This design comes from an exercise in tuning for small area, a short achievable clock period and few clock cycles on the open sky130 flow, not from production work.
In this exercise RTL edits were held to simulation tests only and were not proved equivalent to the original.
Power is estimated from default activity; no workload was simulated.

==> design.v <==
`timescale 1ns/1ps
module dut (
    input clk,
    input rst,
    input start,
    input [7:0] a,
    input [7:0] b,
    output reg [7:0] y,
    output reg ready
);
    wire [2:0] L = a[2:0];
    wire [3:0] H = a[6:3];
    wire [5:0] L2 = L * L;
    wire [3:0] P = H * L;                  
    wire c2 = b[7] | b[6];                                         
    wire c1 = (~b[7] & ~b[6] & (b[5] | b[4] | b[3]))               
            | (b[7] & b[6] & (b[5] | (b[4] & b[3])));              
    wire r1 = ~b[7] & ~b[6] & ~b[5] & ~b[4] & ~b[3] & (b[2] | b[1] | b[0]);   
    wire r3 = ~b[7] & ~b[6] & (b[5] | (b[4] & b[3] & (b[2] | (b[1] & b[0]))));  
    wire r5 = (~b[7] & b[6] & b[5] & b[4] & b[3] & b[2] & (b[1] | b[0]))       
            | (b[7] & ~(b[6] & (b[5] | (b[4] & b[3]))));                        
    wire c0 = r1 | r3 | r5;
    wire [5:0] lo = L2 + {3'd0, c2, c1, c0};
    wire [3:0] hi = P + {a[3], 2'b00} + {2'b00, lo[5:4]};
    always @(posedge clk) begin
        y     <= {hi, lo[3:0]};
        ready <= start & ~rst;
    end
endmodule
==> flow/run.sh <==
#!/bin/bash
# The standard ORFS layout (standard.sh) with three changes:
#  - synthesis maps the logic with flow/map.abc (see flow/mysynth.tcl);
#  - no full-adder extraction (ADDER_MAP_FILE empty), so ABC sees all logic;
#  - the port buffers are plain buf_1 cells.
set -euo pipefail
here=$(pwd)
bash standard.sh "SYNTH_SCRIPT=$here/flow/mysynth.tcl" ADDER_MAP_FILE= \
  "BUFFER_PORTS_ARGS=-buffer_cell sky130_fd_sc_hd__buf_1" finish > standard_flow.log 2>&1
==> flow/map.abc <==
strash
&get -n
&deepsyn -T 30
&put
if -g
strash
dch
map -a
topo
stime -c
==> flow/mysynth.tcl <==
# The standard synthesis script (synth_recipe.tcl), with ORFS's ABC mapping
# script replaced by flow/map.abc.
set my_abc_script [file join [file dirname [file normalize [info script]]] map.abc]
proc synth {args} { yosys synth -nofsm -noshare {*}$args }
proc abc {args} {
  set i [lsearch -exact $args -script]
  if { $i >= 0 } { lset args [expr {$i + 1}] $::my_abc_script }
  yosys abc {*}$args
}
source $::env(SCRIPTS_DIR)/synth.tcl
# left out here: clear keep_hierarchy, flatten, clean up, hide names made inside functions, write 1_2_yosys.v
==> standard.sh <==
#!/bin/bash
# synth_recipe.tcl (not shown) runs the flow's synth.tcl, then flattens the netlist and writes it again
# the make line also repeats each setting of config.mk as NAME=value (left out here)
make -C /OpenROAD-flow-scripts/flow DESIGN_CONFIG=/design/flow/config.mk WORK_HOME=/design/flow/orfs CLKGATE_MAP_FILE= SYNTH_SCRIPT=/design/flow/synth_recipe.tcl "${@:-finish}"
==> config.mk <==
export PLATFORM = sky130hd
export DESIGN_NAME = dut
export DESIGN_NICKNAME = dut
export VERILOG_FILES = /design/flow/design.v
export SDC_FILE = /design/flow/constraint.sdc
export NUM_CORES = 4
export LEC_CHECK = 0
export CAP_MARGIN = 20
export CORE_AREA = 3 3 61 61
export DIE_AREA = 0 0 64 64
export SETUP_SLACK_MARGIN = 2.9
export SLEW_MARGIN = 20
==> constraint.sdc <==
create_clock -name core_clock -period 5.0 [get_ports {clk}]
set_input_delay 1.0000 -clock core_clock [delete_from_list [all_inputs] [get_ports {clk}]]
set_output_delay 1.0000 -clock core_clock [all_outputs]
set_load 0.01 [all_outputs]
==> results of run 1 <==
-- placed cells by master, fill, tap and decap left out, types with 2 or more instances in the layout --
master	instances
dfxtp_1	9
nor2_2	3
clkinv_2	2
clkbuf_4	3
buf_2	3
buf_4	4
nand2_1	13
xor2_1	4
clkbuf_2	2
nor2_4	2
xnor2_1	3
buf_1	21
inv_2	3
clkinv_1	7
o21ai_0	5
nor2_1	10
a21oi_2	2
a21oi_1	2
-- flip-flops by register name (all words and copies together) (netlist names) --
signal	flops
y	8
ready	1
-- path summary, 6_finish.rpt --
kind / startpoint / end / slack, ns / cells past startpoint
setup / recovery: a[0] / y[7] / 2.93 / 7
hold / removal: rst / ready / 0.90 / 2
-- power groups by stage --
| stage | logic, W | clock network [W] | registers (W) |
|---|---|---|---|
| global placement | 0.0000456 | 0 | 0.0000849 |
| floorplan | 0.0000222 | 0 | 0.0000900 |
| CTS | 0.0000473 | 0.0000564 | 0.0000833 |
| finish | 0.0000567 | 0.0000534 | 0.0000832 |
| detailed placement | 0.0000459 | 0 | 0.0000848 |
| global route | 0.0000634 | 0.0000605 | 0.0000843 |
-- critical path: stages --
cell and delay [ns]:
buf_2 0.14, clkinv_2 0.15, o22ai_1 0.29, a21oi_2 0.12, o2111ai_2 0.21, o31ai_2 0.11
xor2_1 0.17
-- cell type report --
type | instances | area share [%]
clock inverters | 1 | 0.638
inverters | 11 | 5.42
flip-flops and latches | 9 | 23.0
multi-input cells | 54 | 44.0
repair buffers | 30 | 17.1
well taps | 44 | 7.02
clock buffers | 3 | 2.87
-- metal layers --
metal	part of all wire [%]	wire length, um	up-vias
li1	-	-	308
met1	40	570	254
met4	1.5	21	0
met5	0	0	-
met3	8.6	122	2
met2	50	701	16
-- what timing repair did --
action	in CTS	in global routing
gates resized for setup	6	18
hold buffers	0	0
pin swaps	0	9
setup endpoints to repair	1	2
setup buffers	0	4
cloned	0	0
-- cell families (layout without fill, tap and decap cells) --
logic type / count (synthesis) / count (layout)
AND/OR/NAND/NOR: 31 / 31
AO/OA/AOI/OAI: 16 / 16
buffers and inverters: 11 / 45
flip-flops: 9 / 9
XOR/XNOR: 7 / 7
-- stage by stage --
| step | setup slack [ns] | util (%) |
|---|---|---|
| 5_1_grt | 2.84 | 25.1 |
| 2_1_floorplan | 2.90 | - |
| 4_1_cts | 2.92 | 22.3 |
| 3_3_place_gp | 2.47 | 21.0 |
| 6_report | 2.93 | 25.1 |
| 3_5_place_dp | 2.46 | 21.0 |
==> out/qor.csv, run 1 <==
metric,value,unit
final antenna-violating net count,0,
Synth Area in Adders,0,%
routing usage on met1,6.91,%
fin crit period,2.07,ns
Hold Path Class,in -> reg,
met3 GRT Util,2.28,%
RSZ-0062 raised after global routing,true,
Area after DPL,657,sq um
FILL cells,363,
GRT Residual Overflow,0,
Core Rows,20,
Synth area leader,dfxtp_1,
Post-synth EDFFs,0,
DRT Pass-1 Iters,3,
Post-Route WL,1420,um
top cell type's share of synthesized area,35.7,%
Avg Vias per Cell,3.82,
Psw,0.0000603,W
Syn Area/Cell,6.81,sq um
status,no timing/DRC/antenna violations,
Fmax,0.484,GHz
fin cells,152,
Sum Neg Setup Slack,0,ns
die width,64,um
Seq pwr share,43.0,%
"Clk pin slew, worst setup/hold paths",0.06,ns
chip height,64,um
register area share after synthesis,35.7,%
most used flip-flop cell after synthesis,dfxtp_1,
GR peak layer,met2,
n_diodes,0,
PwrDens,246,nW/um^2
initial antenna violation count,0,
DP Wirelength,1070,um
Simple-Gate Fraction of Synth Area,24.1,%
Crit Path Category,in -> reg,
area share of xor/xnor cells in the synthesized design,12.2,%
CTS sink cnt,9,
Starting DRT DRC Count,7,
net count after synthesis,93,
CTS tree,built,
Die Footprint,4100,sq um
main combinational cell family by area after synthesis,simple AND/OR/NAND/NOR gates,
top-count cell post-synth,nor2_1,
fin crit share,41.4,%
max_slew headroom,75.3,%
Reg area,180,sq um
Synth Area in Compound Gates,19.9,%
Slew Limit Fails,0,
LEAKAGE,0.302,nW
internal power component,0.000133,W
I/O Buffers,26,
top post-synthesis cells by area,"dfxtp_1 36%, nor2_1 11%, nand2_1 10%",
area of the core,3130,sq um
footprint of the multi-input gates,345,sq um
GPL Wtd Cong,0.846,
switching share of power,31.2,%
Post-synth top cells,"15 x nor2_1, 14 x nand2_1, 11 x clkinv_1",
Initial Util,16.1,%
Setup Viol. Count Final,0,
largest net degree at the start of global routing,9,
nets,128,
dpl cells,144,
maximum vdd drop,0.0572,mV
vias in the first global route,527,
Max-Cap Viols,0,
"Distinct cells, synth",15,
clock power share,27.6,%
Root Buffer Master,clkbuf_4,
Worst setup EP type,flip-flop,
GR Util met2,9.94,%
gr usage total,6.34,%
crit path launch type,input pin,
final hold vios,0,
# H-tree levels,1,
vias post-DR,580,
Mapped Cells,74,
mux cell area share after synthesis,0,%
Mapped Area,504,sq um
layout cell share with drive strength beyond 1,26.9,%
final instance area,785,sq um
Slew @ Worst Pin,0.366,ns
CTS max path bufs,2,
DRC viols,0,
Tot Pwr,0.000193,W
area delta synth->final,55.6,%
register bit total from synthesis,9,
Critical Path AT,2.20,ns
I/O pin total,28,
worst-path fanout max,8,
first-pass GRT wire length,2060,um
data required time at the worst endpoint,5.13,ns
wire per inst,9.32,um
asr flop ratio synth,0,%
synth warn,1,
CTS Buf Count,3,
WHS,0.898,ns
power share of the combinational group,29.3,%
Testbench counts, summed over its fixed seeds: cycles 768.
==> inputs of run 2 (changes only) <==
==> flow/map.abc (replaced) <==
strash
&get -n
&deepsyn -J 1000
&put
if -g
strash
dch
map
topo
stime -c
--- a/config.mk
+++ b/config.mk
@@ -10,3 +10,3 @@
 export DIE_AREA = 0 0 64 64
-export SETUP_SLACK_MARGIN = 2.9
+export SETUP_SLACK_MARGIN = 3.1
 export SLEW_MARGIN = 20
==> run 2 against run 1 <==
Net effect:
- final cell count up 2.0%
- power down 2.1%
- hold slack about the same
- first-iteration DRC count up 71%
- clock-buffer cell count up 1
- still clean
- sequential share of layout area up 0.26 points
- critical path depth unchanged
- cell area down 1.1%
- flip-flop and latch count unchanged
==> out/qor.csv, run 2 <==
metric,value,unit,change
clock power share,27.4,%,was 27.6%
Core Rows,20,,unchanged
fin crit period,1.85,ns,was 2.07 ns
Root Buffer Master,clkbuf_4,,unchanged
DP Wirelength,1040,um,was 1070 um
status,no timing/DRC/antenna violations,,unchanged
asr flop ratio synth,0,%,unchanged
Setup Viol. Count Final,0,,unchanged
FILL cells,352,,was 363
cts hold-fix bufs,0,,unchanged
"Clk pin slew, worst setup/hold paths",0.05,ns,was 0.06 ns
main combinational cell family by area after synthesis,simple AND/OR/NAND/NOR gates,,unchanged
switching share of power,29.2,%,was 31.2%
area of the core,3130,sq um,unchanged
Setup Buffers After CTS,0,,unchanged
CTS max path bufs,2,,unchanged
DRT Pass-1 Iters,4,,was 3
"commonest non-fill, non-tap cell in the layout",buf_1,,unchanged
Sum Neg Setup Slack,0,ns,unchanged
n_diodes,0,,unchanged
max_slew headroom,84.4,%,was 75.3%
gr usage total,6.12,%,was 6.34%
Post-Route WL,1270,um,was 1420 um
crit path launch type,input pin,,unchanged
final hold vios,0,,unchanged
Mapped Area,553,sq um,was 504 sq um
Simple-Gate Fraction of Synth Area,29.0,%,was 24.1%
I/O pin total,28,,unchanged
Starting DRT DRC Count,12,,was 7
net count after synthesis,100,,was 93
Seq pwr share,43.7,%,was 43.0%
Psw,0.0000553,W,was 0.0000603 W
Post-synth top cells,"18 x nand2_1, 10 x clkinv_1, 9 x dfxtp_1, 9 x nor2_1, 7 x a21oi_1",,"was 15 x nor2_1, 14 x nand2_1, 11 x clkinv_1"
area delta synth->final,40.3,%,was 55.6%
layout cell share with drive strength beyond 1,18.0,%,was 26.9%
PwrDens,244,nW/um^2,was 246 nW/um^2
Initial Util,17.7,%,was 16.1%
vias post-DR,612,,was 580
I/O Buffers,26,,unchanged
final antenna-violating net count,0,,unchanged
max reg flops,8,,unchanged
Synth Area in Compound Gates,22.2,%,was 19.9%
biggest regs,"y x8, ready x1",,unchanged
# H-tree levels,1,,unchanged
Avg Vias per Cell,3.95,,was 3.82
mux cell area share after synthesis,0,%,unchanged
Tot Pwr,0.000189,W,was 0.000193 W
LEAKAGE,0.318,nW,was 0.302 nW
"commonest non-fill, non-tap cells in the layout","21 x buf_1, 18 x nand2_1, 9 x nor2_1, 9 x dfxtp_1, 7 x clkinv_1",,"was 21 x buf_1, 13 x nand2_1, 10 x nor2_1, 9 x dfxtp_1, 7 x clkinv_1"
chip height,64,um,unchanged
GPL Wtd Cong,0.826,,was 0.846
Slew @ Worst Pin,0.231,ns,was 0.366 ns
Fmax,0.539,GHz,was 0.484 GHz
Hold Path Class,in -> reg,,unchanged
first-pass GRT wire length,2030,um,was 2060 um
Synth Area in Adders,0,%,unchanged
Crit Path Category,in -> reg,,unchanged
Max-Cap Viols,0,,unchanged
fin crit share,37.1,%,was 41.4%
RSZ-0062 raised after global routing,false,,was true
most used flip-flop cell after synthesis,dfxtp_1,,unchanged
Mapped Cells,81,,was 74
top-count cell post-synth,nand2_1,,was nor2_1
worst hold path depth,2,,unchanged
Slew Limit Fails,0,,unchanged
Largest Register,y,,unchanged
Worst setup EP type,flip-flop,,unchanged
Syn Area/Cell,6.83,sq um,was 6.81 sq um
GRT Residual Overflow,0,,unchanged
largest net degree at the start of global routing,10,,was 9
CTS tree,built,,unchanged
area share of xor/xnor cells in the synthesized design,9.50,%,was 12.2%
initial antenna violation count,0,,unchanged
synth warn,1,,unchanged
nets,131,,was 128
die width,64,um,unchanged
CTS Buf Count,3,,unchanged
Post-synth EDFFs,0,,unchanged
Critical Path AT,2.00,ns,was 2.20 ns
Synth area leader,dfxtp_1,,unchanged
wire per inst,8.22,um,was 9.32 um
maximum vdd drop,0.0409,mV,was 0.0572 mV
Die Footprint,4100,sq um,unchanged
register area share after synthesis,32.6,%,was 35.7%
data required time at the worst endpoint,5.15,ns,was 5.13 ns
internal power component,0.000134,W,was 0.000133 W
power share of the combinational group,28.9,%,was 29.3%
worst-path fanout max,6,,was 8
"Distinct cells, synth",21,,was 15
top post-synthesis cells by area,"dfxtp_1 33%, nand2_1 12%, clkinv_1 6.8%",,"was dfxtp_1 36%, nor2_1 11%, nand2_1 10%"
top cell type's share of synthesized area,32.6,%,was 35.7%
register bit total from synthesis,9,,unchanged
DRC viols,0,,unchanged
CTS sink cnt,9,,unchanged
vias in the first global route,511,,was 527
-- run 2: cells by family (layout without fill, tap and decap cells) --
group,Yosys count,after routing
AO/OA/AOI/OAI,20,20
XOR/XNOR,6,6
buffers and inverters,10,40
flip-flops,9,9
AND/OR/NAND/NOR,36,36
-- run 2: layer usage --
layer  global-route usage [%]  up-vias  part of all wire (%)
li1                         -      332                     -
met1                     7.96      258                    48
met2                     8.65       22                    43
met3                     1.76        0                   8.7
met4                     4.04        0                     0
met5                        0        -                     0
-- run 2: cell type report --
type,instances,area (sq um),area share (%)
Sequential cell,9,180,23.2
Inverter,10,40.0,5.16
Clock buffer,4,26.3,3.39
Multi-Input combinational cell,62,362,46.6
Timing Repair Buffer,26,113,14.5
Tap cell,44,55.1,7.10
-- run 2: worst paths after layout --
kind / start / end
worst max-delay path: a[2] / y[7]
worst min-delay path: rst / ready
-- run 2: power groups by stage --
stage	Sequential [W]	Combinational, W	Clock [W]
2_1_floorplan	0.0000894	0.0000248	0
3_3_place_gp	0.0000842	0.0000488	0
3_5_place_dp	0.0000843	0.0000489	0
4_1_cts	0.0000827	0.0000504	0.0000551
5_1_grt	0.0000836	0.0000615	0.0000578
6_report	0.0000827	0.0000546	0.0000519
-- run 2: worst max-delay path: stages --
cell,delay (ns)
buf_2,0.14
and2b_2,0.23
o22ai_4,0.12
a21oi_2,0.09
o21bai_1,0.20
o211a_1,0.18
nor2_1,0.04
-- run 2: what timing repair did --
item	4_1_cts	5_1_grt
hold endpoints to repair	0	0
resized for setup	6	16
pin swaps	1	3
setup endpoints to repair	2	1
-- run 2: stage by stage --
| step | worst slack, ns | instances | util (%) | instance area (sq um) | hold WS [ns] |
|---|---|---|---|---|---|
| 6_report | 3.15 | 155 | 24.8 | 776 | 0.898 |
| 5_1_grt | 3.10 | 155 | 24.8 | 776 | 0.902 |
| 4_1_cts | 3.11 | 155 | 23.8 | 744 | 0.890 |
| 3_5_place_dp | 2.55 | 151 | 22.6 | 706 | 1.16 |
| 3_3_place_gp | 2.56 | 151 | 22.6 | 706 | 1.16 |
| 2_1_floorplan | 3.11 | 81 | - | 553 | 1.07 |
==> inputs of run 3 (changes only) <==
==> flow/map.abc (replaced) <==
strash
&get -n
&deepsyn -J 1000
&put
dch
map
topo
stime -c
--- a/config.mk
+++ b/config.mk
@@ -10,2 +10,3 @@
 export DIE_AREA = 0 0 64 64
+export GPL_TIMING_DRIVEN = 1
 export SETUP_SLACK_MARGIN = 3.1
==> run 3 against run 2 <==
Net effect:
- still clean
- synthesized cell count rose by 2.5%
- final cell count rose by 1.3%
- clock power rose by 3.9%
- global-route usage rose by 1.5 points
- via count rose by 2.8%
- maximum frequency rose by 1.2%
- first-iteration DRC count rose by 110%
- die area did not move
- worst setup slack improved by 0.021 ns
- clock-buffer cell count did not move
- wire length rose by 9.6%
- sequential share of layout area rose by 0.65 points
- largest power group unchanged
==> out/qor.csv, run 3 <==
metric,value,unit,change
status,no timing/DRC/antenna violations,,unchanged
Avg Vias per Cell,4.01,,was 3.95
Max-Cap Viols,0,,unchanged
"Distinct cells, synth",19,,was 21
vias in the first global route,560,,was 511
fin crit share,36.6,%,was 37.1%
crit path launch type,input pin,,unchanged
max reg flops,8,,unchanged
mux cell area share after synthesis,0,%,unchanged
CTS Buf Count,3,,unchanged
# H-tree levels,1,,unchanged
Area after DPL,708,sq um,was 706 sq um
cts hold-fix bufs,0,,unchanged
Core Rows,20,,unchanged
Largest Register,y,,unchanged
DRC viols,0,,unchanged
Die Footprint,4100,sq um,unchanged
initial antenna violation count,0,,unchanged
worst-path fanout max,10,,was 6
asr flop ratio synth,0,%,unchanged
maximum vdd drop,0.0419,mV,was 0.0409 mV
area delta synth->final,35.8,%,was 40.3%
biggest regs,"y x8, ready x1",,unchanged
Tot Pwr,0.000187,W,was 0.000189 W
final instance area,754,sq um,was 776 sq um
Initial Util,17.8,%,was 17.7%
Setup Buffers After CTS,0,,unchanged
"commonest non-fill, non-tap cell in the layout",buf_1,,unchanged
first-pass GRT wire length,2420,um,was 2030 um
Simple-Gate Fraction of Synth Area,29.1,%,was 29.0%
Slew Limit Fails,0,,unchanged
Mapped Area,556,sq um,was 553 sq um
n_diodes,0,,unchanged
top cell type's share of synthesized area,32.4,%,was 32.6%
power share of the combinational group,27.1,%,was 28.9%
Synth area leader,dfxtp_1,,unchanged
I/O pin total,28,,unchanged
fin crit period,1.83,ns,was 1.85 ns
max_slew headroom,83.9,%,was 84.4%
Root Buffer Master,clkbuf_4,,unchanged
Post-synth EDFFs,0,,unchanged
layout cell share with drive strength beyond 1,15.0,%,was 18.0%
Psw,0.0000570,W,was 0.0000553 W
"Clk pin slew, worst setup/hold paths",0.05,ns,about the same
Critical Path AT,1.97,ns,was 2.00 ns
Slew @ Worst Pin,0.242,ns,was 0.231 ns
Final WS setup,3.17,ns,was 3.15 ns
register bit total from synthesis,9,,unchanged
Post-Route WL,1400,um,was 1270 um
FILL cells,365,,was 352
area of the core,3130,sq um,unchanged
top post-synthesis cells by area,"dfxtp_1 32%, nand2_1 15%, clkinv_1 7.4%",,"was dfxtp_1 33%, nand2_1 12%, clkinv_1 6.8%"
wire per inst,8.89,um,was 8.22 um
largest net degree at the start of global routing,12,,was 10
switching share of power,30.5,%,was 29.2%
post-layout util,24.1,%,was 24.8%
top-count cell post-synth,nand2_1,,unchanged
DRT Pass-1 Iters,4,,unchanged
main combinational cell family by area after synthesis,simple AND/OR/NAND/NOR gates,,unchanged
Seq pwr share,44.1,%,was 43.7%
final antenna-violating net count,0,,unchanged
Synth Area in Compound Gates,24.8,%,was 22.2%
most used flip-flop cell after synthesis,dfxtp_1,,unchanged
CTS max path bufs,2,,unchanged
"commonest non-fill, non-tap cells in the layout","21 x buf_1, 20 x nand2_1, 9 x clkinv_1, 9 x dfxtp_1, 6 x a21oi_1",,"was 21 x buf_1, 18 x nand2_1, 9 x nor2_1, 9 x dfxtp_1, 7 x clkinv_1"
register area share after synthesis,32.4,%,was 32.6%
area share of xor/xnor cells in the synthesized design,6.31,%,was 9.50%
I/O Buffers,26,,unchanged
final hold vios,0,,unchanged
nets,133,,was 131
net count after synthesis,102,,was 100
Fmax,0.546,GHz,was 0.539 GHz
PwrDens,248,nW/um^2,was 244 nW/um^2
Mapped Cells,83,,was 81
die width,64,um,unchanged
Sum Neg Setup Slack,0,ns,unchanged
internal power component,0.000130,W,was 0.000134 W
Post-synth top cells,"22 x nand2_1, 11 x clkinv_1, 9 x dfxtp_1",,"was 18 x nand2_1, 10 x clkinv_1, 9 x dfxtp_1, 9 x nor2_1, 7 x a21oi_1"
CTS tree,built,,unchanged
GRT Residual Overflow,0,,unchanged
Syn Area/Cell,6.69,sq um,was 6.83 sq um
gr usage total,7.58,%,was 6.12%
vias post-DR,629,,was 612
RSZ-0062 raised after global routing,true,,was false
chip height,64,um,unchanged
pre-CTS WS,2.70,ns,was 2.55 ns
Crit Path Category,in -> reg,,unchanged
Starting DRT DRC Count,25,,was 12
data required time at the worst endpoint,5.14,ns,was 5.15 ns
Setup Viol. Count Final,0,,unchanged
CTS sink cnt,9,,unchanged
synth warn,1,,unchanged
Worst setup EP type,flip-flop,,unchanged
LEAKAGE,0.299,nW,was 0.318 nW
DP Wirelength,1140,um,was 1040 um
Synth Area in Adders,0,%,unchanged
GPL Wtd Cong,0.814,,was 0.826
Hold Path Class,in -> reg,,unchanged
clock power share,28.8,%,was 27.4%
run 3: cell count changes in the layout (fill, tap and decap cells not counted), sizes merged, moves of 2 or more:
cell | before | now
clkinv | 7 | 10
inv | 3 | 1
nand2 | 18 | 22
nand3 | 3 | 6
nor2 | 9 | 4
o21bai | 2 | 0
o31ai | 0 | 2
xnor2 | 2 | 0
run 3: layout make-up:
class	count	area [sq um]	area share [%]
clock buffer	4	26.3	3.48
inverter	11	42.5	5.64
multi-input combinational	63	347	45.9
sequential	9	180	23.9
tap	44	55.1	7.30
timing repair buffer	26	104	13.8
run 3: critical path, stage by stage:
cell and delay, ns:
buf_2 0.16, nand2_2 0.07, o21ai_0 0.07, nand2_1 0.18
nand3_2 0.12, nand3_1 0.10, clkinv_1 0.06, o22ai_1 0.13
nand2_1 0.07
run 3: final timing paths:
check | startpoint | to | depth (start not counted)
worst max-delay path | a[1] | y[7] | 9
worst min-delay path | rst | ready | 2
run 3: per-layer routing:
metal | track usage (%) | wire length (um) | vias to the layer above
li1 | - | - | 351
met1 | 9.97 | 718 | 258
met2 | 10.7 | 588 | 18
met3 | 2.11 | 74 | 2
met4 | 4.85 | 14 | 0
met5 | 0 | 0 | -
run 3: power by group through the flow:
stage / Clock [W] / Sequential [W] / Combinational (W)
floorplan: 0 / 0.0000888 / 0.0000247
global placement: 0 / 0.0000840 / 0.0000488
detailed placement: 0 / 0.0000841 / 0.0000491
global route: 0.0000628 / 0.0000834 / 0.0000587
finish: 0.0000539 / 0.0000825 / 0.0000506
CTS: 0.0000584 / 0.0000825 / 0.0000500
run 3: kinds of logic after synthesis:
group / Yosys count
AOI/OAI and AO/OA: 22
xor gates and xnor gates: 4
buffers and inverters: 11
DFF: 9
and+or+nand+nor: 37
run 3: stage by stage:
stage / instances / hold slack [ns]
final: 157 / 0.893
after global routing: 157 / 0.887
after CTS: 157 / 0.878
after detailed placement: 153 / 1.16
after global placement: 153 / 1.15
after floorplan: 83 / 1.07
run 3: timing repair:
action / in CTS / in global routing
setup endpoints to repair: 1 / 2
gates resized for setup: 6 / 6
pin swaps: 0 / 2
==> inputs of run 4 (changes only) <==
--- a/config.mk
+++ b/config.mk
@@ -10,4 +10,3 @@
 export DIE_AREA = 0 0 64 64
-export GPL_TIMING_DRIVEN = 1
-export SETUP_SLACK_MARGIN = 3.1
+export SETUP_SLACK_MARGIN = 3.3
 export SLEW_MARGIN = 20
==> run 4 against run 3 <==
Net effect:
- synthesized cell count is the same
- clock-buffer cell count unchanged
- clock power is 4.1% lower
- cell area is 39% higher
- critical endpoint unchanged
- wire length grew 11%
- first-iteration DRC count is 24% lower
- maximum frequency increased by 8.1%
- global-route usage down 0.29 points
- worst setup slack better by 0.14 ns
- largest power group unchanged
==> out/qor.csv, run 4 <==
metric,value,unit,change
Die Footprint,4100,sq um,unchanged
GR Util met2,11.0,%,was 10.7%
"Distinct cells, synth",19,,unchanged
Worst setup EP type,flip-flop,,unchanged
Avg Vias per Cell,4.17,,was 4.01
register bit total from synthesis,9,,unchanged
final instance area,1050,sq um,was 754 sq um
vias in the first global route,595,,was 560
Hold Path Sink,ready,,unchanged
area of the core,3130,sq um,unchanged
layout cell share with drive strength beyond 1,50.4,%,was 15.0%
"commonest non-fill, non-tap cell in the layout",nand2_1,,was buf_1
"critical path, cell by cell",buf_6 > nand2_2 > clkinv_1 > a31oi_1 > o21ai_1 > nand3_1 > nand2_1,,was buf_2 > nand2_2 > o21ai_0 > nand2_1 > nand3_2 > nand3_1 > clkinv_1 > o22ai_1 > nand2_1
Starting DRT DRC Count,19,,was 25
Synth area leader,dfxtp_1,,unchanged
GR peak layer,met2,,unchanged
I/O Buffers,26,,unchanged
Critical Path AT,1.83,ns,was 1.97 ns
CTS Buf Count,3,,unchanged
top post-synthesis cells by area,"dfxtp_1 32%, nand2_1 15%, clkinv_1 7.4%",,unchanged
biggest regs,"y x8, ready x1",,unchanged
Mapped Cells,83,,unchanged
nets,137,,was 133
GPL Wtd Cong,0.762,,was 0.814
Sum Neg Setup Slack,0,ns,unchanged
routing usage on met1,8.82,%,was 9.97%
largest net degree at the start of global routing,12,,unchanged
met3 GRT Util,2.28,%,was 2.11%
n_diodes,0,,unchanged
initial antenna violation count,0,,unchanged
Initial Util,17.8,%,unchanged
asr flop ratio synth,0,%,unchanged
"commonest non-fill, non-tap cells in the layout","15 x nand2_1, 11 x buf_6, 8 x buf_1, 6 x clkinv_1",,"was 21 x buf_1, 20 x nand2_1, 9 x clkinv_1, 9 x dfxtp_1, 6 x a21oi_1"
cts hold-fix bufs,0,,unchanged
DRC viols,0,,unchanged
Fmax,0.590,GHz,was 0.546 GHz
max_slew headroom,81.7,%,was 83.9%
FILL cells,330,,was 365
worst hold path depth,2,,unchanged
RSZ-0062 raised after global routing,true,,unchanged
top cell type's share of synthesized area,32.4,%,unchanged
fin crit share,33.9,%,was 36.6%
top-count cell post-synth,nand2_1,,unchanged
CTS tree,built,,unchanged
hold path start,rst,,unchanged
wire per inst,9.66,um,was 8.89 um
GRT Residual Overflow,0,,unchanged
CTS sink cnt,9,,unchanged
Tot Pwr,0.000218,W,was 0.000187 W
vias post-DR,671,,was 629
Post-synth EDFFs,0,,unchanged
I/O pin total,28,,unchanged
synth warn,1,,unchanged
die width,64,um,unchanged
Crit Path Category,in -> reg,,unchanged
net count after synthesis,102,,unchanged
Syn Area/Cell,6.69,sq um,unchanged
Hold Path Class,in -> reg,,unchanged
worst-path fanout max,11,,was 10
gr usage total,7.29,%,was 7.58%
Area after DPL,788,sq um,was 708 sq um
register area share after synthesis,32.4,%,unchanged
final hold vios,0,,unchanged
DRT Pass-1 Iters,4,,unchanged
Slowest cell on crit path,a31oi_1,,was nand2_1
first-pass GRT wire length,2370,um,was 2420 um
area delta synth->final,88.5,%,was 35.8%
final antenna-violating net count,0,,unchanged
DP Wirelength,1190,um,was 1140 um
"Largest stage delay, worst path",0.21,ns,was 0.18 ns
CTS max path bufs,2,,unchanged
fin crit period,1.70,ns,was 1.83 ns
Max-Cap Viols,0,,unchanged
Largest Register,y,,unchanged
Setup Viol. Count Final,0,,unchanged
most used flip-flop cell after synthesis,dfxtp_1,,unchanged
Core Rows,20,,unchanged
chip height,64,um,unchanged
PwrDens,208,nW/um^2,was 248 nW/um^2
LEAKAGE,0.426,nW,was 0.299 nW
"Clk pin slew, worst setup/hold paths",0.05,ns,about the same
crit path launch type,input pin,,unchanged
max reg flops,8,,unchanged
status,no timing/DRC/antenna violations,,unchanged
Post-Route WL,1560,um,was 1400 um
Root Buffer Master,clkbuf_4,,unchanged
data required time at the worst endpoint,5.13,ns,was 5.14 ns
Slew @ Worst Pin,0.273,ns,was 0.242 ns
# H-tree levels,1,,unchanged
Post-synth top cells,"22 x nand2_1, 11 x clkinv_1, 9 x dfxtp_1",,unchanged
maximum vdd drop,0.0534,mV,was 0.0419 mV
Slew Limit Fails,0,,unchanged
Mapped Area,556,sq um,unchanged
-- run 4: cell counts after synthesis --
No cell type changed its count.
-- run 4: cells by family after synthesis --
group	synth area share, %
simple gates	29.1
compound gates	24.8
buf+inv	7.43
flops	32.4
xor+xnor	6.31
-- run 4: per-stage QoR --
stage	hold slack, ns	instances	util, %	setup slack [ns]
5_1_grt	0.884	161	33.5	3.25
3_3_place_gp	1.16	153	25.2	2.47
6_report	0.900	161	33.5	3.30
4_1_cts	0.887	158	27.8	3.29
3_5_place_dp	1.16	153	25.2	2.49
2_1_floorplan	1.07	83	-	3.26
-- run 4: cell type report --
class	instances	area, sq um	area share, %
Multi-Input combinational cell	63	480	45.9
Timing Repair Buffer	30	246	23.5
Sequential cell	9	185	17.7
Tap cell	44	55.1	5.26
Inverter	11	53.8	5.14
Clock buffer	4	26.3	2.51
-- run 4: worst max-delay path by stage --
stage,start,to,slack [ns],depth (start not counted)
5_1_grt,a[1],y[7],3.25,9
6_report,a[0],y[7],3.30,7
3_3_place_gp,a[0],y[7],2.47,8
4_1_cts,a[2],y[7],3.29,9
3_5_place_dp,a[0],y[7],2.49,8
2_1_floorplan,a[0],y[7],3.26,8
-- run 4: routing by layer --
layer  up-vias  wire length [um]  part of all wire [%]
met2        17               806                    52
met5         -                 0                     0
met1       294               670                    43
met3         2                69                   4.4
met4         0                 9                  0.58
li1        358                 -                     -
-- run 4: worst max-delay path, delay by kind of cell --
family,cells,cell delay [ns]
AO/OA/AOI/OAI,2,0.29
buffers and inverters,2,0.28
AND/OR/NAND/NOR,3,0.25
-- run 4: repair_timing --
item / CTS / global route
endpoints found under the setup margin: 15 / 11
resized for setup: 24 / 46
buffers inserted: 1 / 3
pin swaps: 2 / 17
-- run 4: report_power, final --
part,total [W],switching [W],internal (W)
combinational,0.0000821,0.0000420,0.0000401
clock,0.0000517,0.0000213,0.0000305
sequential,0.0000839,0.00000249,0.0000814
==> inputs of run 5 (changes only) <==
--- a/config.mk
+++ b/config.mk
@@ -10,3 +10,3 @@
 export DIE_AREA = 0 0 64 64
-export SETUP_SLACK_MARGIN = 3.3
+export SETUP_SLACK_MARGIN = 3.2
 export SLEW_MARGIN = 20
==> run 5 against run 4 <==
Net effect:
- still clean
- flip-flop and latch count unchanged
- global-route usage down 0.33 points
- power down 12%
- critical endpoint unchanged
==> out/qor.csv, run 5 <==
metric,value,unit,change
Largest Register,y,,unchanged
layout cell share with drive strength beyond 1,27.6,%,was 50.4%
Worst Path Buf+Inv,2,,unchanged
fin cells,160,,was 161
maximum vdd drop,0.0565,mV,was 0.0534 mV
chip height,64,um,unchanged
"critical path, cell by cell",buf_4 > nand2_2 > nand3_1 > nand2_2 > nand3_2 > nand3_2 > clkinv_1 > o22ai_1 > nand2_1,,was buf_6 > nand2_2 > clkinv_1 > a31oi_1 > o21ai_1 > nand3_1 > nand2_1
Tot Pwr,0.000192,W,was 0.000218 W
register bit total from synthesis,9,,unchanged
die width,64,um,unchanged
initial antenna violation count,0,,unchanged
Setup Viol. Count Final,0,,unchanged
power share of the combinational group,30.4,%,was 37.7%
I/O Buffers,26,,unchanged
Mapped Cells,83,,unchanged
Max-Cap Viols,0,,unchanged
largest net degree at the start of global routing,12,,unchanged
Final WS setup,3.25,ns,was 3.30 ns
Synth area leader,dfxtp_1,,unchanged
"Distinct cells, synth",19,,unchanged
Seq pwr share,42.8,%,was 38.5%
nets,136,,was 137
top-count cell post-synth,nand2_1,,unchanged
DP Wirelength,1140,um,was 1190 um
hold path start,rst,,unchanged
final hold vios,0,,unchanged
Post-synth top cells,"22 x nand2_1, 11 x clkinv_1, 9 x dfxtp_1",,unchanged
net count after synthesis,102,,unchanged
data required time at the worst endpoint,5.13,ns,about the same
GRT Residual Overflow,0,,unchanged
asr flop ratio synth,0,%,unchanged
top cell type's share of synthesized area,32.4,%,unchanged
Slew @ Worst Pin,0.192,ns,was 0.273 ns
Core Rows,20,,unchanged
Sum Neg Setup Slack,0,ns,unchanged
gr usage total,6.96,%,was 7.29%
Worst setup EP type,flip-flop,,unchanged
clock power share,26.8,%,was 23.8%
max_slew headroom,87.1,%,was 81.7%
first-pass GRT wire length,2260,um,was 2370 um
footprint of the multi-input gates,384,sq um,was 480 sq um
GPL Wtd Cong,0.835,,was 0.762
Mapped Area,556,sq um,unchanged
"Clk pin slew, worst setup/hold paths",0.05,ns,about the same
wire per inst,8.76,um,was 9.66 um
crit path launch type,input pin,,unchanged
DRT Pass-1 Iters,4,,unchanged
RSZ-0062 raised after global routing,false,,was true
fin crit share,35.1,%,was 33.9%
Syn Area/Cell,6.69,sq um,unchanged
post-layout util,26.4,%,was 33.5%
Die Footprint,4100,sq um,unchanged
fin crit period,1.75,ns,was 1.70 ns
CTS tree,built,,unchanged
CTS sink cnt,9,,unchanged
Post-synth EDFFs,0,,unchanged
Root Buffer Master,clkbuf_4,,unchanged
Critical Path AT,1.89,ns,was 1.83 ns
worst-path fanout max,11,,unchanged
cts hold-fix bufs,0,,unchanged
"Largest stage delay, worst path",0.16,ns,was 0.21 ns
area delta synth->final,48.6,%,was 88.5%
CTS max path bufs,2,,unchanged
max reg flops,8,,unchanged
I/O pin total,28,,unchanged
# H-tree levels,1,,unchanged
n_diodes,0,,unchanged
LEAKAGE,0.330,nW,was 0.426 nW
worst hold path depth,2,,unchanged
internal power component,0.000134,W,was 0.000152 W
status,no timing/DRC/antenna violations,,unchanged
Hold Path Class,in -> reg,,unchanged
final antenna-violating net count,0,,unchanged
"commonest non-fill, non-tap cell in the layout",buf_1,,was nand2_1
most used flip-flop cell after synthesis,dfxtp_1,,unchanged
Reg area,180,sq um,was 185 sq um
Avg Vias per Cell,4.05,,was 4.17
Post-Route WL,1400,um,was 1560 um
PwrDens,233,nW/um^2,was 208 nW/um^2
synth warn,1,,unchanged
register area share after synthesis,32.4,%,unchanged
Slew Limit Fails,0,,unchanged
CTS Buf Count,3,,unchanged
DRC viols,0,,unchanged
vias post-DR,648,,was 671
biggest regs,"y x8, ready x1",,unchanged
Slowest cell on crit path,buf_4,,was a31oi_1
area of the core,3130,sq um,unchanged
Psw,0.0000583,W,was 0.0000657 W
Fmax,0.570,GHz,was 0.590 GHz
Hold Path Sink,ready,,unchanged
FILL cells,362,,was 330
Top delay family on crit path,simple AND/OR/NAND/NOR gates,,was compound AO/OA/AOI/OAI gates
pre-CTS WS,2.69,ns,was 2.49 ns
Starting DRT DRC Count,16,,was 19
Crit Path Category,in -> reg,,unchanged
Initial Util,17.8,%,unchanged
top post-synthesis cells by area,"dfxtp_1 32%, nand2_1 15%, clkinv_1 7.4%",,unchanged
"commonest non-fill, non-tap cells in the layout","20 x buf_1, 18 x nand2_1, 9 x dfxtp_1, 7 x clkinv_1, 5 x clkbuf_4",,"was 15 x nand2_1, 11 x buf_6, 8 x buf_1, 6 x clkinv_1"
switching share of power,30.3,%,was 30.2%
dpl cells,153,,unchanged
vias in the first global route,556,,was 595
-- run 5: changes by cell type in the layout (fill, tap and decap cells not counted), moves of 3 or more --
cell / delta
buf_1: +12
buf_6: -11
buf_2: -4
dfxtp_1: +4
dfxtp_2: -4
nand3_4: -4
nand2_1: +3
nand3_1: +3
-- run 5: kinds of logic (layout without fill, tap and decap cells) --
logic type / after synthesis / after routing / synth area share (%)
buffers and inverters: 11 / 44 / 7.43
DFF: 9 / 9 / 32.4
xor gates and xnor gates: 4 / 4 / 6.31
and+or+nand+nor: 37 / 37 / 29.1
AOI/OAI and AO/OA: 22 / 22 / 24.8
-- run 5: metal layers --
metal / track usage, % / wire [um] / part of all wire [%] / up-vias
li1: - / - / - / 358
met1: 9.03 / 731 / 52 / 267
met2: 10.2 / 558 / 40 / 21
met3: 1.93 / 97 / 6.9 / 2
met4: 4.04 / 13 / 0.93 / 0
met5: 0 / 0 / 0 / -
-- run 5: worst max path at each step --
stage          from   end  slack, ns  cells past startpoint
2_1_floorplan  a[0]  y[7]       3.22                      8
3_3_place_gp   a[0]  y[7]       2.68                      8
3_5_place_dp   a[0]  y[7]       2.69                      8
4_1_cts        a[0]  y[7]       3.21                      9
5_1_grt        a[3]  y[7]       3.19                      8
6_report       a[0]  y[7]       3.25                      9
-- run 5: final cells by class --
cell class	instances	area share, %
inverters	11	5.45
clock buffers	4	3.18
flip-flops and latches	9	21.8
repair buffers	29	16.4
multi-input cells	63	46.5
well taps	44	6.67
-- run 5: metrics by stage --
step	hold WS [ns]	instance area (sq um)
2_1_floorplan	1.07	576
3_3_place_gp	1.16	728
3_5_place_dp	1.16	728
4_1_cts	0.893	764
5_1_grt	0.900	826
6_report	0.903	826
-- run 5: what timing repair did --
action                                 in CTS  in global routing
setup buffers                               0                  3
resized for setup                           5                 17
pin swaps                                   1                  4
setup endpoints to repair                   1                  4
endpoints found under the hold margin       0                  0
-- run 5: power by group through the flow --
stage	registers [W]	logic (W)	clock network, W
final	0.0000822	0.0000584	0.0000516
after global routing	0.0000831	0.0000653	0.0000591
after CTS	0.0000823	0.0000525	0.0000547
after detailed placement	0.0000839	0.0000514	0
after global placement	0.0000840	0.0000508	0
after floorplan	0.0000888	0.0000266	0
==> inputs of run 6 (changes only) <==
--- a/config.mk
+++ b/config.mk
@@ -10,3 +10,3 @@
 export DIE_AREA = 0 0 64 64
-export SETUP_SLACK_MARGIN = 3.2
+export SETUP_SLACK_MARGIN = 3.0
 export SLEW_MARGIN = 20
==> run 6 against run 5 <==
Net effect:
- combinational power decreased by 15%
- power fell by 3.0%
- global-route usage increased by 0.62 points
- sequential power about the same
- largest power group unchanged
- via count fell by 0.93%
- utilization is 2.6 points lower
- first-iteration DRC count rose by 13%
- worst setup slack lost 0.11 ns
- largest cell class unchanged
- final cell count shrank 1.9%
- cell area decreased by 10%
- still clean on timing, DRC and antenna
==> out/qor.csv, run 6 <==
metric,value,unit,change
Post-Route WL,1390,um,was 1400 um
register bit total from synthesis,9,,unchanged
max_slew headroom,83.9,%,was 87.1%
pre-CTS WS,2.70,ns,was 2.69 ns
fin crit period,1.87,ns,was 1.75 ns
biggest regs,"y x8, ready x1",,unchanged
crit path launch type,input pin,,unchanged
CTS max path bufs,2,,unchanged
Post-synth top cells,"22 x nand2_1, 11 x clkinv_1, 9 x dfxtp_1",,unchanged
I/O pin total,28,,unchanged
GPL Wtd Cong,0.814,,was 0.835
max reg flops,8,,unchanged
DRT Pass-1 Iters,2,,was 4
Setup Viol. Count Final,0,,unchanged
Top delay family on crit path,compound AO/OA/AOI/OAI gates,,was simple AND/OR/NAND/NOR gates
first-pass GRT wire length,2420,um,was 2260 um
Core Rows,20,,unchanged
Initial Util,17.8,%,unchanged
top post-synthesis cells by area,"dfxtp_1 32%, nand2_1 15%, clkinv_1 7.4%",,unchanged
"Largest stage delay, worst path",0.17,ns,was 0.16 ns
die width,64,um,unchanged
CTS Buf Count,3,,unchanged
net count after synthesis,102,,unchanged
gr usage total,7.58,%,was 6.96%
Root Buffer Master,clkbuf_4,,unchanged
Starting DRT DRC Count,18,,was 16
vias post-DR,642,,was 648
Mapped Area,556,sq um,unchanged
Post-synth EDFFs,0,,unchanged
final hold vios,0,,unchanged
Max-Cap Viols,0,,unchanged
"critical path, cell by cell",clkbuf_2 > clkinv_1 > o21ai_0 > nand2_1 > nand3_2 > nand2_1 > a21oi_1 > o22ai_1 > nand2_1,,was buf_4 > nand2_2 > nand3_1 > nand2_2 > nand3_2 > nand3_2 > clkinv_1 > o22ai_1 > nand2_1
Die Footprint,4100,sq um,unchanged
Slew Limit Fails,0,,unchanged
cts hold-fix bufs,0,,unchanged
worst-path fanout max,6,,was 11
Avg Vias per Cell,4.09,,was 4.05
maximum vdd drop,0.0419,mV,was 0.0565 mV
Syn Area/Cell,6.69,sq um,unchanged
wire per inst,8.83,um,was 8.76 um
register area share after synthesis,32.4,%,unchanged
Crit Path Category,in -> reg,,unchanged
I/O Buffers,26,,unchanged
DRC viols,0,,unchanged
data required time at the worst endpoint,5.20,ns,was 5.13 ns
Setup Buffers After CTS,0,,unchanged
CTS tree,built,,unchanged
"commonest non-fill, non-tap cells in the layout","23 x buf_1, 22 x nand2_1, 10 x clkinv_1, 9 x dfxtp_1, 6 x a21oi_1",,"was 20 x buf_1, 18 x nand2_1, 9 x dfxtp_1, 7 x clkinv_1, 5 x clkbuf_4"
Sum Neg Setup Slack,0,ns,unchanged
top cell type's share of synthesized area,32.4,%,unchanged
asr flop ratio synth,0,%,unchanged
Slew @ Worst Pin,0.242,ns,was 0.192 ns
Slowest cell on crit path,nand2_1,,was buf_4
largest net degree at the start of global routing,12,,unchanged
CP most frequent cell,nand2_1,,
Hold Path Class,in -> reg,,unchanged
Fmax,0.535,GHz,was 0.570 GHz
RSZ-0062 raised after global routing,false,,unchanged
initial antenna violation count,0,,unchanged
WHS,0.892,ns,was 0.903 ns
Critical Path AT,2.07,ns,was 1.89 ns
post-layout util,23.8,%,was 26.4%
Worst Path Buf+Inv,2,,unchanged
status,no timing/DRC/antenna violations,,unchanged
DP Wirelength,1140,um,about the same
PwrDens,251,nW/um^2,was 233 nW/um^2
n_diodes,0,,unchanged
vias in the first global route,560,,was 556
chip height,64,um,unchanged
Tot Pwr,0.000187,W,was 0.000192 W
area of the core,3130,sq um,unchanged
synth warn,1,,unchanged
area delta synth->final,33.8,%,was 48.6%
Final WS setup,3.13,ns,was 3.25 ns
top-count cell post-synth,nand2_1,,unchanged
CTS sink cnt,9,,unchanged
LEAKAGE,0.291,nW,was 0.330 nW
nets,133,,was 136
Synth area leader,dfxtp_1,,unchanged
layout cell share with drive strength beyond 1,9.73,%,was 27.6%
Mapped Cells,83,,unchanged
"Clk pin slew, worst setup/hold paths",0.05,ns,about the same
final antenna-violating net count,0,,unchanged
# H-tree levels,1,,unchanged
GRT Residual Overflow,0,,unchanged
Worst setup EP type,flip-flop,,unchanged
"commonest non-fill, non-tap cell in the layout",buf_1,,unchanged
Largest Register,y,,unchanged
most used flip-flop cell after synthesis,dfxtp_1,,unchanged
"Distinct cells, synth",19,,unchanged
fin crit share,37.4,%,was 35.1%
run 6: cell types whose count changed in the layout (fill, tap and decap cells not counted), moves of 3 or more:
cell      delta
a21oi_1      +3
nand2_1      +4
clkinv_1     +3
buf_1        +3
a21oi_2      -3
buf_4        -4
nand2_2      -4
run 6: path summary, 6_finish.rpt:
path / start / to / slack, ns / cells past startpoint
setup / recovery: a[2] / y[7] / 3.13 / 9
hold / removal: rst / ready / 0.89 / 2
run 6: kinds of logic after synthesis:
family          count (synthesis)  synth area share [%]
compound gates                 22                  24.8
simple gates                   37                  29.1
xor+xnor                        4                  6.31
flops                           9                  32.4
buf+inv                        11                  7.43
run 6: routing by layer:
layer | GRT usage [%] | up-vias | wire length [um]
met5 | 0 | - | 0
met4 | 4.85 | 0 | 27
met3 | 2.11 | 4 | 79
met2 | 10.7 | 20 | 584
met1 | 9.97 | 267 | 694
li1 | - | 351 | -
run 6: timing repair:
item | CTS | global route
setup endpoints to repair | 1 | 1
resized for setup | 3 | 3
pin swaps | 0 | 1
run 6: report_power, final:
| group | leakage (nW) | switching (W) | internal (W) |
|---|---|---|---|
| sequential | 0.0757 | 0.00000198 | 0.0000805 |
| clock | 0.0150 | 0.0000239 | 0.0000307 |
| combinational | 0.200 | 0.0000312 | 0.0000184 |
| total | 0.291 | 0.0000571 | 0.000130 |
run 6: layout make-up:
class / count / area, sq um
multi-input combinational: 63 / 339
tap: 44 / 55.1
fill: 368 / 2380
clock buffer: 4 / 26.3
inverter: 11 / 41.3
sequential: 9 / 180
timing repair buffer: 26 / 101
run 6: per-stage QoR:
stage / cell area (sq um) / instances
finish: 743 / 157
CTS: 737 / 157
global placement: 708 / 153
floorplan: 556 / 83
global route: 743 / 157
detailed placement: 708 / 153
==> inputs of run 7 (changes only) <==
--- a/config.mk
+++ b/config.mk
@@ -10,3 +10,4 @@
 export DIE_AREA = 0 0 64 64
-export SETUP_SLACK_MARGIN = 3.0
+export PLACE_DENSITY = 0.7
+export SETUP_SLACK_MARGIN = 3.1
 export SLEW_MARGIN = 20
==> run 7 against run 6 <==
Net effect:
- hold slack improved by 0.020 ns
- maximum frequency is 1.5% higher
- via count is 1.1% higher
- synthesized cell count is the same
- highest routed layer unchanged
- global-route usage fell by 0.76 points
- flip-flop and latch count unchanged
- wire length down 3.0%
- sequential power about the same
- utilization grew 0.76 points
==> out/qor.csv, run 7 <==
metric,value,unit,change
Die Footprint,4100,sq um,unchanged
fin crit period,1.84,ns,was 1.87 ns
Starting DRT DRC Count,17,,was 18
biggest regs,"y x8, ready x1",,unchanged
PwrDens,243,nW/um^2,was 251 nW/um^2
Post-synth EDFFs,0,,unchanged
wire per inst,8.51,um,was 8.83 um
top-count cell post-synth,nand2_1,,unchanged
layout cell share with drive strength beyond 1,15.8,%,was 9.73%
dpl cells,153,,unchanged
Mapped Cells,83,,unchanged
most used flip-flop cell after synthesis,dfxtp_1,,unchanged
CTS tree,built,,unchanged
crit path launch type,input pin,,unchanged
Hold Path Class,in -> reg,,unchanged
GRT Residual Overflow,0,,unchanged
Tot Pwr,0.000186,W,was 0.000187 W
"Distinct cells, synth",19,,unchanged
Post-Route WL,1340,um,was 1390 um
gr usage total,6.82,%,was 7.58%
fin crit share,36.8,%,was 37.4%
CTS Buf Count,3,,unchanged
first-pass GRT wire length,2160,um,was 2420 um
maximum vdd drop,0.0462,mV,was 0.0419 mV
final hold vios,0,,unchanged
area of the core,3130,sq um,unchanged
die width,64,um,unchanged
Final WS setup,3.16,ns,was 3.13 ns
synth warn,1,,unchanged
final antenna-violating net count,0,,unchanged
RSZ-0062 raised after global routing,false,,unchanged
# H-tree levels,1,,unchanged
pre-CTS WS,2.69,ns,was 2.70 ns
Sum Neg Setup Slack,0,ns,unchanged
I/O Buffers,26,,unchanged
vias post-DR,649,,was 642
"commonest non-fill, non-tap cells in the layout","21 x nand2_1, 21 x buf_1, 9 x clkinv_1, 9 x dfxtp_1, 5 x a21oi_1",,"was 23 x buf_1, 22 x nand2_1, 10 x clkinv_1, 9 x dfxtp_1, 6 x a21oi_1"
worst-path fanout max,6,,unchanged
LEAKAGE,0.306,nW,was 0.291 nW
status,no timing/DRC/antenna violations,,unchanged
DP Wirelength,1090,um,was 1140 um
cts hold-fix bufs,0,,unchanged
Critical Path AT,1.98,ns,was 2.07 ns
I/O pin total,28,,unchanged
n_diodes,0,,unchanged
register bit total from synthesis,9,,unchanged
net count after synthesis,102,,unchanged
Largest Register,y,,unchanged
Synth area leader,dfxtp_1,,unchanged
nets,134,,was 133
chip height,64,um,unchanged
Root Buffer Master,clkbuf_4,,unchanged
Mapped Area,556,sq um,unchanged
Worst setup EP type,flip-flop,,unchanged
Post-synth top cells,"22 x nand2_1, 11 x clkinv_1, 9 x dfxtp_1",,unchanged
data required time at the worst endpoint,5.14,ns,was 5.20 ns
Avg Vias per Cell,4.11,,was 4.09
max reg flops,8,,unchanged
asr flop ratio synth,0,%,unchanged
initial antenna violation count,0,,unchanged
Slew Limit Fails,0,,unchanged
vias in the first global route,521,,was 560
Core Rows,20,,unchanged
Initial Util,17.8,%,unchanged
max_slew headroom,85.0,%,was 83.9%
register area share after synthesis,32.4,%,unchanged
Syn Area/Cell,6.69,sq um,unchanged
fin cells,158,,was 157
CTS max path bufs,2,,unchanged
CTS sink cnt,9,,unchanged
"Clk pin slew, worst setup/hold paths",0.05,ns,about the same
Max-Cap Viols,0,,unchanged
Setup Viol. Count Final,0,,unchanged
Crit Path Category,in -> reg,,unchanged
DRT Pass-1 Iters,4,,was 2
top post-synthesis cells by area,"dfxtp_1 32%, nand2_1 15%, clkinv_1 7.4%",,unchanged
DRC viols,0,,unchanged
Slew @ Worst Pin,0.224,ns,was 0.242 ns
GPL Wtd Cong,0.764,,was 0.814
largest net degree at the start of global routing,12,,unchanged
Fmax,0.543,GHz,was 0.535 GHz
area delta synth->final,38.1,%,was 33.8%
top cell type's share of synthesized area,32.4,%,unchanged
run 7: final timing paths:
| check | cells after the start | to | slack (ns) | from |
|---|---|---|---|---|
| setup / recovery | 8 | y[7] | 3.16 | a[2] |
| hold / removal | 2 | ready | 0.91 | rst |
run 7: cell families after synthesis:
group                  count (synthesis)  synth area share [%]
flip-flops                             9                  32.4
buffers and inverters                 11                  7.43
XOR/XNOR                               4                  6.31
AO/OA/AOI/OAI                         22                  24.8
AND/OR/NAND/NOR                       37                  29.1
run 7: stage by stage:
| step | util [%] | hold WS (ns) | instance area [sq um] |
|---|---|---|---|
| 2_1_floorplan | - | 1.07 | 556 |
| 3_3_place_gp | 22.6 | 1.16 | 708 |
| 3_5_place_dp | 22.6 | 1.17 | 708 |
| 4_1_cts | 23.7 | 0.905 | 742 |
| 5_1_grt | 24.5 | 0.889 | 767 |
| 6_report | 24.5 | 0.911 | 767 |
run 7: repair_timing:
item,4_1_cts,5_1_grt
pin swaps,0,2
endpoints found under the setup margin,1,1
buffers inserted,0,1
gates resized for setup,7,5
run 7: layout make-up:
class                           count  area (sq um)
Multi-Input combinational cell     63           350
Tap cell                           44          55.1
Timing Repair Buffer               27           111
Fill cell                         362          2360
Sequential cell                     9           180
Inverter                           11          43.8
Clock buffer                        4          26.3
run 7: worst max-delay path, stage by stage:
cell	delay [ns]
buf_2	0.14
clkinv_2	0.09
o21ai_0	0.14
nand2_1	0.16
a41oi_1	0.20
o21ai_0	0.12
nand3_1	0.08
nand2_1	0.05
run 7: power breakdown:
group,switching [W],leakage [nW],internal (W)
clock,0.0000216,0.0150,0.0000305
combinational,0.0000322,0.215,0.0000197
sequential,0.00000189,0.0757,0.0000805
run 7: metal layers:
| layer | GRT usage, % | vias to the layer above | share of wire, % |
|---|---|---|---|
| met3 | 1.76 | 2 | 5.5 |
| met4 | 6.47 | 0 | 2.0 |
| met1 | 7.33 | 280 | 42 |
| li1 | - | 352 | - |
| met2 | 10.7 | 15 | 50 |
| met5 | 0 | - | 0 |
==> inputs of run 8 (changes only) <==
--- a/config.mk
+++ b/config.mk
@@ -10,3 +10,2 @@
 export DIE_AREA = 0 0 64 64
-export PLACE_DENSITY = 0.7
 export SETUP_SLACK_MARGIN = 3.1
==> run 8 against run 7 <==
Net effect:
- power is 0.35% higher
- area after synthesis stayed put
- sequential power hardly changed
- via count is 3.1% lower
- clock power is 3% higher
- global-route usage is 0.76 points higher
- still clean on timing, DRC and antenna
- wire length is 3.9% higher
- hold slack worse by 0.018 ns
- clock-buffer cell count stayed put
- worst setup slack better by 0.0078 ns
==> out/qor.csv, run 8 <==
metric,value,unit,change
fin crit share,36.6,%,was 36.8%
Starting DRT DRC Count,25,,was 17
first-pass GRT wire length,2420,um,was 2160 um
"commonest non-fill, non-tap cell in the layout",buf_1,,
Area after DPL,708,sq um,unchanged
Synth area leader,dfxtp_1,,unchanged
worst hold path depth,2,,unchanged
"Distinct cells, synth",19,,unchanged
Final WS setup,3.17,ns,was 3.16 ns
RSZ-0062 raised after global routing,true,,was false
Core Rows,20,,unchanged
"Largest stage delay, worst path",0.18,ns,was 0.20 ns
Post-synth EDFFs,0,,unchanged
area of the core,3130,sq um,unchanged
biggest regs,"y x8, ready x1",,unchanged
"Clk pin slew, worst setup/hold paths",0.05,ns,about the same
I/O pin total,28,,unchanged
PwrDens,248,nW/um^2,was 243 nW/um^2
fin crit period,1.83,ns,was 1.84 ns
Reg area,180,sq um,unchanged
final hold vios,0,,unchanged
Die Footprint,4100,sq um,unchanged
GPL Wtd Cong,0.814,,was 0.764
Mapped Cells,83,,unchanged
Fmax,0.546,GHz,was 0.543 GHz
CTS Buf Count,3,,unchanged
max_slew headroom,83.9,%,was 85.0%
status,no timing/DRC/antenna violations,,unchanged
Hold Path Class,in -> reg,,unchanged
max reg flops,8,,unchanged
CP most frequent cell,nand2_1,,
vias in the first global route,560,,was 521
final instance area,754,sq um,was 767 sq um
top-count cell post-synth,nand2_1,,unchanged
synth warn,1,,unchanged
most used flip-flop cell after synthesis,dfxtp_1,,unchanged
maximum vdd drop,0.0419,mV,was 0.0462 mV
net count after synthesis,102,,unchanged
Worst setup EP type,flip-flop,,unchanged
FILL cells,365,,was 362
top post-synthesis cells by area,"dfxtp_1 32%, nand2_1 15%, clkinv_1 7.4%",,unchanged
Top delay family on crit path,simple AND/OR/NAND/NOR gates,,was compound AO/OA/AOI/OAI gates
gr usage total,7.58,%,was 6.82%
Max-Cap Viols,0,,unchanged
register area share after synthesis,32.4,%,unchanged
Largest Register,y,,unchanged
nets,133,,was 134
# H-tree levels,1,,unchanged
area delta synth->final,35.8,%,was 38.1%
Initial Util,17.8,%,unchanged
CTS tree,built,,unchanged
"critical path, cell by cell",buf_2 > nand2_2 > o21ai_0 > nand2_1 > nand3_2 > nand3_1 > clkinv_1 > o22ai_1 > nand2_1,,was buf_2 > clkinv_2 > o21ai_0 > nand2_1 > a41oi_1 > o21ai_0 > nand3_1 > nand2_1
CTS max path bufs,2,,unchanged
register bit total from synthesis,9,,unchanged
Crit path depth,9,,was 8
Setup Buffers After CTS,0,,unchanged
Syn Area/Cell,6.69,sq um,unchanged
Avg Vias per Cell,4.01,,was 4.11
wire per inst,8.89,um,was 8.51 um
GRT Residual Overflow,0,,unchanged
crit path launch type,input pin,,unchanged
layout cell share with drive strength beyond 1,15.0,%,was 15.8%
Root Buffer Master,clkbuf_4,,unchanged
Slew @ Worst Pin,0.242,ns,was 0.224 ns
Mapped Area,556,sq um,unchanged
Sum Neg Setup Slack,0,ns,unchanged
vias post-DR,629,,was 649
I/O Buffers,26,,unchanged
top cell type's share of synthesized area,32.4,%,unchanged
Critical Path AT,1.97,ns,was 1.98 ns
final antenna-violating net count,0,,unchanged
Slew Limit Fails,0,,unchanged
Worst Path Buf+Inv,2,,unchanged
largest net degree at the start of global routing,12,,unchanged
"commonest non-fill, non-tap cells in the layout","21 x buf_1, 20 x nand2_1, 9 x clkinv_1, 9 x dfxtp_1, 6 x a21oi_1",,"was 21 x nand2_1, 21 x buf_1, 9 x clkinv_1, 9 x dfxtp_1, 5 x a21oi_1"
Crit Path Category,in -> reg,,unchanged
n_diodes,0,,unchanged
Tot Pwr,0.000187,W,was 0.000186 W
worst-path fanout max,10,,was 6
Slowest cell on crit path,nand2_1,,was a41oi_1
initial antenna violation count,0,,unchanged
chip height,64,um,unchanged
footprint of the multi-input gates,347,sq um,was 350 sq um
DRT Pass-1 Iters,4,,unchanged
LEAKAGE,0.299,nW,was 0.306 nW
Setup Viol. Count Final,0,,unchanged
pre-CTS WS,2.70,ns,was 2.69 ns
data required time at the worst endpoint,5.14,ns,about the same
asr flop ratio synth,0,%,unchanged
DP Wirelength,1140,um,was 1090 um
Post-synth top cells,"22 x nand2_1, 11 x clkinv_1, 9 x dfxtp_1",,unchanged
CTS sink cnt,9,,unchanged
DRC viols,0,,unchanged
Post-Route WL,1400,um,was 1340 um
die width,64,um,unchanged
==> run 8: cell counts after synthesis <==
Identical to the previous run, type by type.
==> run 8: metrics by stage <==
step,hold WS [ns],cells,util [%]
3_3_place_gp,1.15,153,22.6
6_report,0.893,157,24.1
3_5_place_dp,1.16,153,22.6
5_1_grt,0.887,157,24.1
2_1_floorplan,1.07,83,-
4_1_cts,0.878,157,23.7
==> run 8: final cells by class <==
type                       count  share of cell area (%)
multi-input combinational     63                    45.9
tap                           44                    7.30
timing repair buffer          26                    13.8
inverter                      11                    5.64
clock buffer                   4                    3.48
sequential                     9                    23.9
==> run 8: logic make-up (layout without fill, tap and decap cells) <==
group                     Yosys count  count (layout)  synth area share [%]
DFF                                 9               9                  32.4
AOI/OAI and AO/OA                  22              22                  24.8
and+or+nand+nor                    37              37                  29.1
xor gates and xnor gates            4               4                  6.31
buffers and inverters              11              41                  7.43
==> run 8: repair_timing <==
item | 4_1_cts | 5_1_grt
setup endpoints to repair | 1 | 2
hold endpoints to repair | 0 | 0
resized for setup | 6 | 6
hold buffers | 0 | 0
pin swaps | 0 | 2
cloned | 0 | 0
==> run 8: report_power, final <==
part	internal, W	switching, W	leakage, nW
Sequential	0.0000805	0.00000202	0.0757
Combinational	0.0000189	0.0000317	0.209
Clock	0.0000306	0.0000233	0.0150
Total	0.000130	0.0000570	0.299
==> run 8: path summary, 6_finish.rpt <==
path / startpoint / end
max: a[1] / y[7]
min: rst / ready
==> run 8: metal layers <==
| layer | track usage (%) | vias to the layer above | wire length (um) | part of all wire, % |
|---|---|---|---|---|
| li1 | - | 351 | - | - |
| met1 | 9.97 | 258 | 718 | 51 |
| met2 | 10.7 | 18 | 588 | 42 |
| met3 | 2.11 | 2 | 74 | 5.3 |
| met4 | 4.85 | 0 | 14 | 1.0 |
| met5 | 0 | - | 0 | 0 |
==> inputs of run 9 (changes only) <==
--- a/config.mk
+++ b/config.mk
@@ -10,2 +10,3 @@
 export DIE_AREA = 0 0 64 64
+export PLACE_DENSITY = 0.9
 export SETUP_SLACK_MARGIN = 3.1
==> run 9 against run 8 <==
Net effect:
- largest cell class unchanged
- largest power group unchanged
- still clean on timing, DRC and antenna
- sequential share of layout area decreased by 1.2 points
- die area stayed put
- utilization up 1.3 points
- via count rose by 7.6%
- sequential power about the same
==> out/qor.csv, run 9 <==
metric,value,unit,change
gr usage total,5.93,%,was 7.58%
# H-tree levels,1,,unchanged
max_slew headroom,85.8,%,was 83.9%
CTS sink cnt,9,,unchanged
worst-path fanout max,11,,was 10
Root Buffer Master,clkbuf_4,,unchanged
most used flip-flop cell after synthesis,dfxtp_1,,unchanged
largest net degree at the start of global routing,12,,unchanged
Crit Path Category,in -> reg,,unchanged
Setup Viol. Count Final,0,,unchanged
final antenna-violating net count,0,,unchanged
cts hold-fix bufs,0,,unchanged
n_diodes,0,,unchanged
layout cell share with drive strength beyond 1,21.1,%,was 15.0%
"commonest non-fill, non-tap cells in the layout","21 x buf_1, 18 x nand2_1, 9 x clkinv_1, 9 x dfxtp_1, 5 x a21oi_1",,"was 21 x buf_1, 20 x nand2_1, 9 x clkinv_1, 9 x dfxtp_1, 6 x a21oi_1"
Initial Util,17.8,%,unchanged
top-count cell post-synth,nand2_1,,unchanged
Worst setup EP type,flip-flop,,unchanged
Mapped Cells,83,,unchanged
maximum vdd drop,0.0548,mV,was 0.0419 mV
"commonest non-fill, non-tap cell in the layout",buf_1,,unchanged
CTS max path bufs,2,,unchanged
CP Launch Point,a[0],,was a[1]
net count after synthesis,102,,unchanged
GRT Residual Overflow,0,,unchanged
max reg flops,8,,unchanged
status,no timing/DRC/antenna violations,,unchanged
data required time at the worst endpoint,5.15,ns,was 5.14 ns
top cell type's share of synthesized area,32.4,%,unchanged
biggest regs,"y x8, ready x1",,unchanged
DRT Pass-1 Iters,4,,unchanged
first-pass GRT wire length,2000,um,was 2420 um
crit path launch type,input pin,,unchanged
register area share after synthesis,32.4,%,unchanged
Critical Path AT,1.96,ns,was 1.97 ns
initial antenna violation count,0,,unchanged
Hold Path Class,in -> reg,,unchanged
register bit total from synthesis,9,,unchanged
dpl cells,153,,unchanged
Slew @ Worst Pin,0.213,ns,was 0.242 ns
LEAKAGE,0.317,nW,was 0.299 nW
"Distinct cells, synth",19,,unchanged
DRC viols,0,,unchanged
Slew Limit Fails,0,,unchanged
fin cells,158,,was 157
Mapped Area,556,sq um,unchanged
nets,134,,was 133
CTS Buf Count,3,,unchanged
Fmax,0.553,GHz,was 0.546 GHz
RSZ-0062 raised after global routing,false,,was true
GPL Wtd Cong,0.802,,was 0.814
Core Rows,20,,unchanged
Post-Route WL,1470,um,was 1400 um
Post-synth top cells,"22 x nand2_1, 11 x clkinv_1, 9 x dfxtp_1",,unchanged
final hold vios,0,,unchanged
Starting DRT DRC Count,19,,was 25
Sum Neg Setup Slack,0,ns,unchanged
vias in the first global route,537,,was 560
fin crit share,36.2,%,was 36.6%
hold path start,rst,,unchanged
wire per inst,9.30,um,was 8.89 um
"Clk pin slew, worst setup/hold paths",0.06,ns,was 0.05 ns
synth warn,1,,unchanged
I/O Buffers,26,,unchanged
chip height,64,um,unchanged
fin crit period,1.81,ns,was 1.83 ns
Synth area leader,dfxtp_1,,unchanged
Max-Cap Viols,0,,unchanged
PwrDens,241,nW/um^2,was 248 nW/um^2
area delta synth->final,43.2,%,was 35.8%
DP Wirelength,1080,um,was 1140 um
die width,64,um,unchanged
WHS,0.892,ns,was 0.893 ns
area of the core,3130,sq um,unchanged
Die Footprint,4100,sq um,unchanged
Avg Vias per Cell,4.28,,was 4.01
asr flop ratio synth,0,%,unchanged
CTS tree,built,,unchanged
Post-synth EDFFs,0,,unchanged
vias post-DR,677,,was 629
worst hold path depth,2,,unchanged
Syn Area/Cell,6.69,sq um,unchanged
top post-synthesis cells by area,"dfxtp_1 32%, nand2_1 15%, clkinv_1 7.4%",,unchanged
Largest Register,y,,unchanged
I/O pin total,28,,unchanged
==> run 9: worst max-delay path, stage by stage <==
cell and delay [ns]:
clkbuf_4 0.17, nand2_2 0.09, nand3_1 0.08, nand2_2 0.16, nand3_2 0.12, nand3_2 0.09
clkinv_1 0.08, o22ai_2 0.10, nand2_1 0.06
==> run 9: per-stage QoR <==
step / utilization (%) / setup WS [ns] / area (sq um) / total power (W)
after detailed placement: 22.6 / 2.73 / 708 / 0.000132
after global placement: 22.6 / 2.74 / 708 / 0.000131
final: 25.4 / 3.19 / 796 / 0.000191
after floorplan: - / 3.15 / 556 / 0.000114
after global routing: 25.4 / 3.09 / 796 / 0.000204
after CTS: 23.6 / 3.11 / 739 / 0.000188
==> run 9: cell families after synthesis <==
kind of cell | Yosys count | synth area share (%)
AOI/OAI and AO/OA | 22 | 24.8
xor gates and xnor gates | 4 | 6.31
buffers and inverters | 11 | 7.43
DFF | 9 | 32.4
and+or+nand+nor | 37 | 29.1
==> run 9: final cells by class <==
type	instances	area, sq um
multi-input cells	63	375
clock buffers	4	26.3
flip-flops and latches	9	180
inverters	11	45.0
repair buffers	27	114
well taps	44	55.1
fillers	351	2330
==> run 9: report_power, final <==
group / total, W / switching (W) / internal [W]
combinational: 0.0000559 / 0.0000349 / 0.0000210
sequential: 0.0000822 / 0.00000177 / 0.0000805
clock: 0.0000533 / 0.0000228 / 0.0000306
==> run 9: layer usage <==
metal | part of all wire, % | vias up | global-route usage, %
met5 | 0 | - | 0
met4 | 2.4 | 0 | 3.23
met3 | 6.7 | 4 | 1.23
met2 | 52 | 21 | 10.6
met1 | 39 | 300 | 6.46
li1 | - | 352 | -
==> run 9: worst paths after layout <==
kind     to  slack (ns)
max    y[7]        3.19
min   ready        0.89
==> run 9: timing repair <==
action	CTS	global route
gates resized for setup	5	17
buffers inserted	0	1
pin swaps	0	3
setup endpoints to repair	1	1

Setup slack of run 9, layout unchanged: 3.190 ns with ideal ports, 3.181 ns with driving cells assumed (clock clkbuf_16, inputs buf_2), 2.913 ns with port delays also shifted by the 0.268 ns mid clock arrival.
